From an optimization exercise on the open Yosys and OpenROAD flow, aimed at small area; shortcuts taken in it are not production practice.
The RTL was checked by simulation tests, not by an equivalence proof against the original design.

### run.sh
#!/bin/bash
# synth_recipe.tcl (not shown) runs the flow's synth.tcl, then flattens the netlist and writes it again
# the make line also repeats each setting of config.mk as NAME=value (left out here)
make -C /OpenROAD-flow-scripts/flow DESIGN_CONFIG=/design/flow/config.mk WORK_HOME=/design/flow/orfs CLKGATE_MAP_FILE= SYNTH_SCRIPT=/design/flow/synth_recipe.tcl finish
### config.mk
export PLATFORM = sky130hd
export DESIGN_NAME = top_lift_with_doors
export DESIGN_NICKNAME = top_lift_with_doors
export VERILOG_FILES = /design/flow/design.v
export SDC_FILE = /design/flow/constraint.sdc
export NUM_CORES = 4
export LEC_CHECK = 0
export CAP_MARGIN = 20
export CORE_MARGIN = 2
export CORE_UTILIZATION = 40
export SLEW_MARGIN = 20
### constraint.sdc
create_clock -name core_clock -period 10.0 [get_ports {clk}]
set_input_delay 2.0000 -clock core_clock [delete_from_list [all_inputs] [get_ports {clk}]]
set_output_delay 2.0000 -clock core_clock [all_outputs]
set_load 0.01 [all_outputs]
### design.v
module lift_go_to_target (
    input wire clk,            
    input wire rst,            
    input wire btn_set,        
    input wire [3:0] sw,       
    output reg [14:0] leds,    
    output reg [3:0] floor,     
    output reg  [3:0] target_floor
);
    parameter integer MOVE_TICKS =  500;  
    reg [31:0] move_counter;
    reg b0, b1;
    always @(posedge clk) begin
        b0 <= btn_set;
        b1 <= b0;
    end
    wire set_pulse = b0 & ~b1;    
    always @(posedge clk) begin
        if (rst) begin
            target_floor <= 4'd0;
        end else if (set_pulse) begin
            target_floor <= sw;        
        end
    end
    always @(posedge clk) begin
        if (rst) begin
            floor <= 4'd0;
            move_counter <= 0;
        end else begin
            if (floor == target_floor) begin
                move_counter <= 0;   
            end else begin
                if (move_counter + 1 >= MOVE_TICKS) begin
                    move_counter <= 0;
                    if (floor < target_floor)
                        floor <= floor + 1;
                    else if (floor > target_floor)
                        floor <= floor - 1;
                end else begin
                    move_counter <= move_counter + 1;
                end
            end
        end
    end
    always @(posedge clk) begin
        leds <= 16'b0;
        leds[floor] <= 1'b1;
    end
endmodule
module sevenseg_display (
    input  wire clk,           
    input  wire rst,           
    input  wire music_en,      
    input  wire door_open,     
    output reg  [6:0] seg,
    output reg  [3:0] an
);
    localparam BLANK = 7'b1111111;
    localparam NSEG  = 7'b0101011;  
    localparam OSEG  = 7'b1000000;  
    localparam CSEG  = 7'b1000110;  
    reg [15:0] refresh;
    always @(posedge clk) begin
        if (rst) refresh <= 16'd0;
        else     refresh <= refresh + 1;
    end
    wire [1:0] digit = refresh[15:14];
    always @(*) begin
        an = 4'b1111;
        seg = BLANK;
        case (digit)
            2'd0: begin
                an = 4'b1110;
                seg = music_en ? NSEG : BLANK;
            end
            2'd1: begin
                an = 4'b1101;
                seg = door_open ? OSEG : CSEG;
            end
            default: begin
                an = 4'b1111; 
                seg = BLANK;
            end
        endcase
    end
endmodule
module top_lift_with_doors (
    input  wire clk,
    input  wire rst,
    input  wire btn_set,
    input  wire [3:0] sw,
    output wire [14:0] leds,
    output wire [6:0] seg,
    output wire [3:0] an
);
    wire [3:0] floor;
    wire [3:0] target_floor;
    lift_go_to_target lift_inst (
        .clk(clk),
        .rst(rst),
        .btn_set(btn_set),
        .sw(sw),
        .leds(leds),
        .floor(floor),
        .target_floor(target_floor)
    );
    wire music_en = (floor != 4'd0 && floor != 4'd14);
    reg door_open;
    reg [33:0] door_timer;
    reg [33:0] door_limit;
    localparam TIME_UNIT = 1000;  
    reg [3:0] prev_floor;
    reg arrived;
    always @(posedge clk) begin
        if (rst) begin
            door_open  <= 0;
            door_timer <= 0;
            door_limit <= 0;
            arrived    <= 0;
            prev_floor <= 0;
        end else begin
            if (prev_floor != floor && floor == target_floor) begin
                arrived    <= 1;
                door_timer <= 0;
                if (floor == 0) begin
                    door_limit <= TIME_UNIT;
                end else if (floor[0] == 1'b1) begin
                    door_limit <= (4 * floor) * TIME_UNIT;
                end else begin
                    door_limit <= (7 * floor) * TIME_UNIT;
                end
                door_open <= 1;
            end
            prev_floor <= floor;
            if (floor != target_floor) begin
                arrived    <= 0;
                door_open  <= 0;
                door_limit <= 0;
                door_timer <= 0;
            end
            if (arrived && door_open) begin
                if (door_timer < door_limit)
                    door_timer <= door_timer + 1;
                else
                    door_open <= 0;    
            end
        end
    end
    sevenseg_display sseg (
        .clk(clk),
        .rst(rst),
        .music_en(music_en),
        .door_open(door_open),
        .seg(seg),
        .an(an)
    );
endmodule
==> implementation parameters, run 1 <==
Parameter                              Value

Worst setup path
  Worst Path Arrival ... 6.62 ns
  Endpoint class of the critical path ... flop
  Capturing point of the worst reg2reg path ... door_limit[14]$_SDFFE_PP0P_
  Number of cell instances on the worst register-to-register path ... 20
  Startpoint of the worst register-to-register path ... lift_inst.floor[1]$_SDFFE_PP0P_
  Flop-to-flop setup slack ... 3.67 ns
  Critical path's slowest cell ... fa_1
  Buffers & Inverters on Critical Path ... 4
  Critical path's top delay family ... adder cells
  Req. time, crit path ... 10.30 ns
  Kind of start point of the critical path ... flop
  Series of cell instances along the critical path ... fa_1, inv_1, fa_1, inv_1, ha_1, ha_1, inv_1, fa_1, inv_1, ha_1, xor2_1, ha_1, a21o_1, a21oi_1, o21bai_1, a2111oi_0, nor2_1, xor2_1, a21oi_1, o41ai_1
  Critical path fanouts, max ... 17
  Launching element of the worst setup path ... lift_inst.floor[1]$_SDFFE_PP0P_
  Capture point of the critical path ... door_limit[14]$_SDFFE_PP0P_
  Depth of the critical timing path with buffers and inverters included ... 20
  Worst setup path class ... flop to flop
  Longest individual stage delay on the worst path ... between 0.8 and 0.9 ns

Finish
  Area growth from synthesis to layout ... 15.9%
  Antenna diodes ... 0
  Final design instance area without fill ... 8640 um2
  Final standard cell utilization of the core ... 47.6%
  Final layout net count ... roughly 1000
  Number of non-filler instances in the completed layout ... 1114
  Commonest non-fill, non-tap cell in the layout ... dfxtp_1
  Most used cells in the layout excluding fill and tap cells ... dfxtp_1, ha_1, nor2_1, inv_1, nand2_1
  Fraction of final layout cells with drive strength greater than 1 ... 5.76%
  Fill cell instance count of the final layout ... 1733

Clock network
  Clock Sink Count ... 127
  Clock tree from TritonCTS ... done
  Number of buffers added by the clock tree synthesis step ... 17
  Post-CTS resize count ... 0
  CTS Hold Buffers Added ... 0
  Clock root buffer ... clkbuf_16
  Number of buffers added for setup after CTS ... 0
  Reg clk slew, reported paths ... 0.06 ns
  Maximum buffer depth of the clock tree ... 2
  Clock latency on the worst-skew pair ... 0.43 ns
  Maximum level of the CTS H-tree ... 4

Detailed routing
  DRC violations left ... 0
  ANT nets after route ... 0
  Via count ... 5672
  Violation count after the first detailed-routing iteration ... 314
  DRT Wirelength ... 15.4 mm
  Count of TritonRoute iterations in the first routing pass ... 5
  Wirelength per Cell ... 13.8 um
  Routed vias/inst ... 5.09

Place
  Dpl cell area ... 8030 um2
  Half-perimeter wire length of the detailed placement result ... 11.3 mm
  Port bufs ... 30
  Placed instance count ... 1082
  Routability congestion estimate ... roughly 0.88

STA
  Post-route minimum period ... ~6.3 ns
  Timing-limited maximum frequency ... 158 MHz
  Period Utilization, post-route ... a little over three fifths
  Slew at the pin with the worst max-slew slack ... 0.843 ns
  Setup total negative slack ... 0 ns
  Final max-slew violation count ... 0
  Number of endpoints with negative hold slack in the final report ... 0
  Total of endpoints with negative setup slack in the final report ... 0
  Setup repair after global routing missed its margin ... no
  Final setup skew ... about 0.008 ns
  Relative slew slack ... 43.7%

Global routing
  Initial antenna violation count ... 0
  Pin count of the biggest net entering global routing ... 32
  Via count of the first global-routing pass ... about 5400
  Global Route Usage Sum ... 16.6%
  Global-route wire length before repair ... 26.4 mm
  Leftover overflow at the end of global routing ... 0

Yosys
  Post-synth top area share ... 34.1%
  Area of the mapped netlist ... 7460 um2
  Biggest area contributors in the synthesized netlist ... dfxtp_1, ha_1, fa_1, nor2_1, xor2_1
  Synth Register Bits ... 127
  Leading area contributor after synthesis ... dfxtp_1
  Post-synth top flop ... dfxtp_1
  Cell count after synthesis ... just over 800
  Number of enable-type register cells in the synthesized netlist ... 0
  Netlist cell types ... 58
  Share of synthesized flip-flops with an asynchronous set or reset ... 0%
  Synthesized area per cell ... 9.02 um2
  Yosys warning count ... 3
  Register area share after synthesis ... between 30% and 40%

Floorplanning
  Die footprint ... roughly 20000 um2
  Floorplan Core Area ... 18100 um2
  Die boundary height ... 141 um
  Floorplan row count ... between 40 and 50
  IO Count ... 33
  Initial cell density of the core ... 41.1%
  Die W ... 141 um

Min path
  Class of the tightest hold or removal check ... flop to flop

Run
  Count of max-cap constraint violations ... 0

Outcome
  Result of the run ... no timing/DRC/antenna violations
## area by class of cell
| cell class | instances | area, um2 | area share (%) |
|---|---|---|---|
| clock buffers | 18 | 429 | 4.97 |
| clock inverters | 14 | 189 | 2.19 |
| inverters | 68 | 255 | 2.95 |
| multi-input cells | 623 | 4600 | 53.3 |
| flip-flops and latches | 127 | 2540 | 29.4 |
| well taps | 229 | 287 | 3.31 |
| repair buffers | 35 | 338 | 3.91 |
## sequential cells by signal, indices dropped and copies added (netlist names), 4 cells and up
name                    count
door_limit                 14
door_timer                 34
lift_inst.floor             4
lift_inst.leds             15
lift_inst.move_counter     32
lift_inst.target_floor      4
prev_floor                  4
sseg.refresh               16
## Yosys cell counts (5+ instances only)
library cell  instances
a21o_1               15
a21oi_1              36
a31oi_1              10
and2_1               16
and3_1               34
buf_4                 7
clkbuf_1             19
dfxtp_1             127
fa_1                 23
ha_1                 81
inv_1                68
mux2i_1               8
nand2_1              38
nand2b_1              5
nand3_1              33
nand4_1              14
nor2_1               80
nor2b_1              10
nor3_1               16
nor4_1                8
o21ai_0              34
o21bai_1              5
o31ai_1              16
xnor2_1              27
xor2_1               34
## how the worst min path moves through the flow
stage | from | endpoint | slack (ns) | cells after the start
after CTS | lift_inst.b0$_DFF_P_ | lift_inst.b1$_DFF_P_ | 0.35 | 0
after global placement | lift_inst.b0$_DFF_P_ | lift_inst.b1$_DFF_P_ | 0.33 | 0
after detailed placement | lift_inst.b0$_DFF_P_ | lift_inst.b1$_DFF_P_ | 0.34 | 0
after floorplan | lift_inst.b0$_DFF_P_ | lift_inst.b1$_DFF_P_ | 0.32 | 0
after global routing | lift_inst.b0$_DFF_P_ | lift_inst.b1$_DFF_P_ | 0.37 | 0
final | lift_inst.b0$_DFF_P_ | lift_inst.b1$_DFF_P_ | 0.35 | 0
## metrics by stage
step           worst slack (ns)  hold slack (ns)
2_1_floorplan              4.42            0.324
3_3_place_gp               4.03            0.327
3_5_place_dp               3.79            0.337
4_1_cts                    3.75            0.350
5_1_grt                    3.33            0.366
6_report                   3.67            0.346
## logic make-up (layout without fill, tap and decap cells)
family / Yosys count / after routing / share of synthesized area [%]
other: 2 / 25 / 0.101
multiplexers: 13 / 13 / 1.83
AO/OA/AOI/OAI: 145 / 145 / 12.4
flip-flops: 127 / 127 / 34.1
adder cells (fa/ha/maj): 104 / 104 / 19.8
buffers and inverters: 100 / 135 / 5.44
XOR/XNOR: 61 / 61 / 7.16
AND/OR/NAND/NOR: 275 / 275 / 19.2
## routing by layer
metal / wire [um] / vias to the layer above / global-route usage (%)
li1: - / 2924 / -
met1: 7820 / 2646 / 22.4
met2: 6860 / 82 / 26.1
met3: 437 / 20 / 3.69
met4: 268 / 0 / 6.16
met5: 0 / - / 0
## worst reg2reg max path, cell delays in order, from the launching register on
cell and delay [ns]:
dfxtp_1 0.59, fa_1 0.85, inv_1 0.12, fa_1 0.63, inv_1 0.11, ha_1 0.35, ha_1 0.30, inv_1 0.05
fa_1 0.52, inv_1 0.04, ha_1 0.31, xor2_1 0.17, ha_1 0.37, a21o_1 0.19, a21oi_1 0.24, o21bai_1 0.12
a2111oi_0 0.48, nor2_1 0.14, xor2_1 0.18, a21oi_1 0.10, o41ai_1 0.34
==> run 2: changes to the inputs <==
==> design.v (replaced) <==
module lift_go_to_target (
    input  wire clk,
    input  wire rst,
    input  wire btn_set,
    input  wire [3:0] sw,
    output wire [14:0] leds,
    output reg  [3:0] floor,
    output reg  [3:0] target_floor,
    output reg  door_open
);
    reg b0, b1;
    always @(posedge clk) begin
        b0 <= btn_set;
        b1 <= b0;
    end
    wire set_pulse = b0 & ~b1;
    reg [3:0] prev_floor;    
    reg       stepped;       
    reg [8:0] p;
    reg [7:0] u;
    wire at_target = (floor == target_floor);
    wire p_end = (p == 9'd499);
    wire start_move = set_pulse && (sw != floor);
    reg [7:0] half_units;
    always @(*) begin
        if (floor == 4'd0)   half_units = 8'd2;
        else if (floor[0])   half_units = {floor, 3'b000};
        else                 half_units = floor * 8'd14;
    end
    wire door_end = p_end && (u == half_units);
    always @(posedge clk) begin
        if (rst) target_floor <= 4'd0;
        else if (set_pulse) target_floor <= sw;
    end
    always @(posedge clk) begin
        prev_floor <= floor;
        if (rst) begin
            floor <= 4'd0;
            stepped <= 1'b0;
            door_open <= 1'b0;
            p <= 9'd0;
        end else if (!at_target) begin
            door_open <= 1'b0;
            stepped <= p_end;
            p <= p_end ? 9'd0 : p + 9'd1;
            if (p_end) floor <= (floor < target_floor) ? floor + 4'd1 : floor - 4'd1;
        end else begin
            stepped <= 1'b0;
            door_open <= stepped | (door_open & ~door_end);
            if (start_move) p <= 9'd0;
            else if (stepped) begin p <= 9'd499; end
            else p <= p_end ? 9'd0 : p + 9'd1;
            if (stepped) u <= 8'd0;
            else if (p_end) u <= u + 8'd1;
        end
    end
    assign leds = (prev_floor == 4'd15) ? 15'd0 : (15'd1 << prev_floor);
endmodule
module sevenseg_display (
    input  wire clk,
    input  wire rst,
    input  wire music_en,
    input  wire door_open,
    output reg  [6:0] seg,
    output reg  [3:0] an
);
    localparam BLANK = 7'b1111111;
    localparam NSEG  = 7'b0101011;
    localparam OSEG  = 7'b1000000;
    localparam CSEG  = 7'b1000110;
    reg [15:0] refresh;
    always @(posedge clk) begin
        if (rst) refresh <= 16'd0;
        else     refresh <= refresh + 1;
    end
    always @(*) begin
        case (refresh[15:14])
            2'd0: begin an = 4'b1110; seg = music_en ? NSEG : BLANK; end
            2'd1: begin an = 4'b1101; seg = door_open ? OSEG : CSEG; end
            default: begin an = 4'b1111; seg = BLANK; end
        endcase
    end
endmodule
module top_lift_with_doors (
    input  wire clk,
    input  wire rst,
    input  wire btn_set,
    input  wire [3:0] sw,
    output wire [14:0] leds,
    output wire [6:0] seg,
    output wire [3:0] an
);
    wire [3:0] floor;
    wire [3:0] target_floor;
    wire       door_open;
    lift_go_to_target lift_inst (
        .clk(clk), .rst(rst), .btn_set(btn_set), .sw(sw),
        .leds(leds), .floor(floor), .target_floor(target_floor),
        .door_open(door_open)
    );
    wire music_en = (floor != 4'd0 && floor != 4'd14);
    sevenseg_display sseg (
        .clk(clk), .rst(rst), .music_en(music_en), .door_open(door_open),
        .seg(seg), .an(an)
    );
endmodule
==> run 2 against run 1 <==
Die area decreased by 61%. Fmax up 36%. Register-to-register slack better by 3.1 ns. Sequential share of layout area up 3.1 points. Clock-buffer cell count down 11. Worst setup slack better by 1.7 ns. Still clean. Critical path depth is 13 lower. Synthesized area is 62% lower.
==> implementation parameters, run 2 <==
Parameter                              Value

Finish
  Area growth from synthesis to layout ... 16.5%
  Largest register by flop count ... sseg.refresh
  Max FFs per register ... 16
  Most used cells in the layout excluding fill and tap cells ... nor2_1, dfxtp_1, clkdlybuf4s50_1, nand2_1, a21oi_1
  Final layout net count ... between 300 and 400
  Commonest non-fill, non-tap cell in the layout ... nor2_1
  Number of non-filler instances in the completed layout ... 436
  Antenna diodes ... 0
  Fill cell instance count of the final layout ... 650
  Fraction of final layout cells with drive strength greater than 1 ... around 5.0%
  Registers with the highest flip-flop counts ... sseg.refresh: 16 flops, lift_inst.p: 9 flops, lift_inst.u: 8 flops

Yosys
  Cell types with the highest counts after synthesis ... nor2_1, dfxtp_1, nand2_1
  Most frequently used cell type in the post-synthesis netlist ... nor2_1
  Post-synth top flop ... dfxtp_1
  Area of the mapped netlist ... between 2000 and 3000 um2
  Synthesized area per cell ... 8.92 um2
  Register area share after synthesis ... between 30% and 40%
  Netlist cell types ... 45
  Share of synthesized flip-flops with an asynchronous set or reset ... 0%
  Number of enable-type register cells in the synthesized netlist ... 8
  Synth Register Bits ... 49
  Leading area contributor after synthesis ... dfxtp_1
  Cell count after synthesis ... 314
  Biggest area contributors in the synthesized netlist ... dfxtp_1, edfxtp_1, ha_1, nor2_1, xor2_1
  Post-synth top area share ... between 20% and 30%
  Yosys warning count ... 2

Floorplanning
  Die footprint ... just under 8000 um2
  Floorplan row count ... 30
  Die boundary height ... slightly below 90 um
  IO Count ... 33
  Die W ... 87.7 um
  Initial cell density of the core ... 41.2%
  Floorplan Core Area ... ~6800 um2

STA
  Setup repair after global routing missed its margin ... no
  Slew at the pin with the worst max-slew slack ... a little over 0.6 ns
  Final max-slew violation count ... 0
  Final setup skew ... 0.00964 ns
  Setup total negative slack ... 0 ns
  Post-route minimum period ... ~4.7 ns
  Number of endpoints with negative hold slack in the final report ... 0
  Period Utilization, post-route ... approximately 47%
  Timing-limited maximum frequency ... 214 MHz
  Total of endpoints with negative setup slack in the final report ... 0
  Relative slew slack ... around three fifths

Place
  Port bufs ... 30
  Routability congestion estimate ... 0.796
  Half-perimeter wire length of the detailed placement result ... 3.72 mm
  Placed instance count ... 428

Global routing
  Initial antenna violation count ... 0
  Global Route Usage Sum ... 14.3%
  Via count of the first global-routing pass ... between 1500 and 2000
  Leftover overflow at the end of global routing ... 0
  Global-route wire length before repair ... 8.84 mm
  Pin count of the biggest net entering global routing ... 32

Worst setup path
  Flop-to-flop setup slack ... roughly 6.8 ns
  Worst setup path class ... flop to output port
  Req. time, crit path ... ~8 ns
  Critical path fanouts, max ... 13
  Endpoint class of the critical path ... output port
  Worst Path Arrival ... 2.67 ns
  Kind of start point of the critical path ... flop

Detailed routing
  Via count ... 2100
  Routed vias/inst ... 4.82
  Wirelength per Cell ... 11.6 um
  DRC violations left ... 0
  Violation count after the first detailed-routing iteration ... 80
  DRT Wirelength ... 5.07 mm
  ANT nets after route ... 0
  Count of TritonRoute iterations in the first routing pass ... 4

Clock network
  Clock Sink Count ... about 50
  Clock latency on the worst-skew pair ... 0.30 ns
  Number of buffers added by the clock tree synthesis step ... 5
  CTS Hold Buffers Added ... 0
  Post-CTS resize count ... 0
  Clock tree from TritonCTS ... done
  Reg clk slew, reported paths ... 0.08 ns
  Number of buffers added for setup after CTS ... 0
  Clock root buffer ... clkbuf_8
  Maximum buffer depth of the clock tree ... 2
  Maximum level of the CTS H-tree ... 2

Run
  Count of max-cap constraint violations ... 0

Min path
  Class of the tightest hold or removal check ... flop to flop

Outcome
  Result of the run ... no timing/DRC/antenna violations
run 2: cell types whose count changed after synthesis, sizes merged, moves of 16 or more:
| cell | before | now |
|---|---|---|
| ha | 81 | 18 |
| a21oi | 36 | 19 |
| nor2 | 80 | 47 |
| o21ai | 34 | 9 |
| dfxtp | 127 | 41 |
| nand3 | 36 | 16 |
| nand2 | 38 | 22 |
| xor2 | 34 | 17 |
| and3 | 34 | 5 |
| fa | 23 | 5 |
| inv | 68 | 14 |
run 2: cells by family (layout without fill, tap and decap cells):
group                      after synthesis  count (layout)  synth area share (%)
DFF                                     49              49                  37.9
muxes                                    4               4                  1.47
and+or+nand+nor                        132             132                  23.5
adders and majority gates               23              23                  11.6
buffers and inverters                   28              53                  5.09
AOI/OAI and AO/OA                       44              44                  10.0
xor gates and xnor gates                33              33                  10.3
other                                    1               2                 0.134
run 2: final cells by class:
cell class	count	area, um2	area share (%)
inverter	14	52.6	1.61
tap	96	120	3.68
sequential	49	1060	32.5
clock buffer	7	86.3	2.64
timing repair buffer	31	308	9.43
clock inverter	1	30.0	0.920
multi-input combinational	238	1610	49.2
run 2: worst paths after layout:
path | cells past startpoint | from | end
min | 0 | lift_inst.b0$_DFF_P_ | lift_inst.b1$_DFF_P_
min reg2reg | 0 | lift_inst.b0$_DFF_P_ | lift_inst.b1$_DFF_P_
max reg2reg | 11 | lift_inst.floor[1]$_SDFFE_PP0P_ | lift_inst.floor[3]$_SDFFE_PP0P_
max | 7 | lift_inst.floor[0]$_SDFFE_PP0P_ | seg[2]
run 2: layer usage:
metal,vias up,track usage (%),part of all wire [%],wire length (um)
met4,0,5.45,1.7,85
met3,7,2.26,3.0,151
met1,940,20.6,51,2590
met2,39,21.5,44,2240
met5,-,0,0,0
li1,1114,-,-,-
run 2: stage by stage:
stage / utilization [%] / setup slack [ns] / instance area (um2) / hold slack (ns)
4_1_cts: 48.0 / 5.28 / 3260 / 0.354
3_3_place_gp: 46.3 / 5.69 / 3140 / 0.328
2_1_floorplan: - / 6.31 / 2810 / 0.324
3_5_place_dp: 46.3 / 5.61 / 3140 / 0.337
6_report: 48.0 / 5.33 / 3260 / 0.350
5_1_grt: 48.0 / 5.10 / 3260 / 0.365
run 2: worst max-delay path, cell delays in order, from the launching register on:
cell	delay, ns
dfxtp_1	0.66
inv_1	0.28
ha_1	0.27
and2_1	0.22
a21oi_1	0.22
nand2_1	0.09
and2_1	0.16
clkdlybuf4s50_1	0.47

[re-timing with driven ports]
The flow's constraints put no driver on any port. The routed layouts listed below were extracted and timed again, unchanged, in two steps.
Step 1 (the two cells are an assumption about what drives the block):
set clk [get_ports {clk}]
set_driving_cell -lib_cell sky130_fd_sc_hd__clkbuf_16 $clk
set_driving_cell -lib_cell sky130_fd_sc_hd__buf_2 [delete_from_list [all_inputs] $clk]
Step 2 moves the port delays by t, midway between the first and last clock arrival at a register: inputs arrive t later, outputs are due t later. That takes back most of the time a late clock gives input paths.
Slacks: ideal ports / drivers / drivers and shift; pairs: ideal ports / drivers.
| run | shift t [ns] | setup WS [ns] | worst register clock-pin slew, ns |
|---|---|---|---|
| run 1 | 0.469 | 3.674 / 3.674 / 3.674 | 0.06 / 0.06 |
| run 2 | 0.322 | 5.334 / 5.305 / 5.627 | 0.09 / 0.09 |
After both steps setup and hold are still met in every run listed.
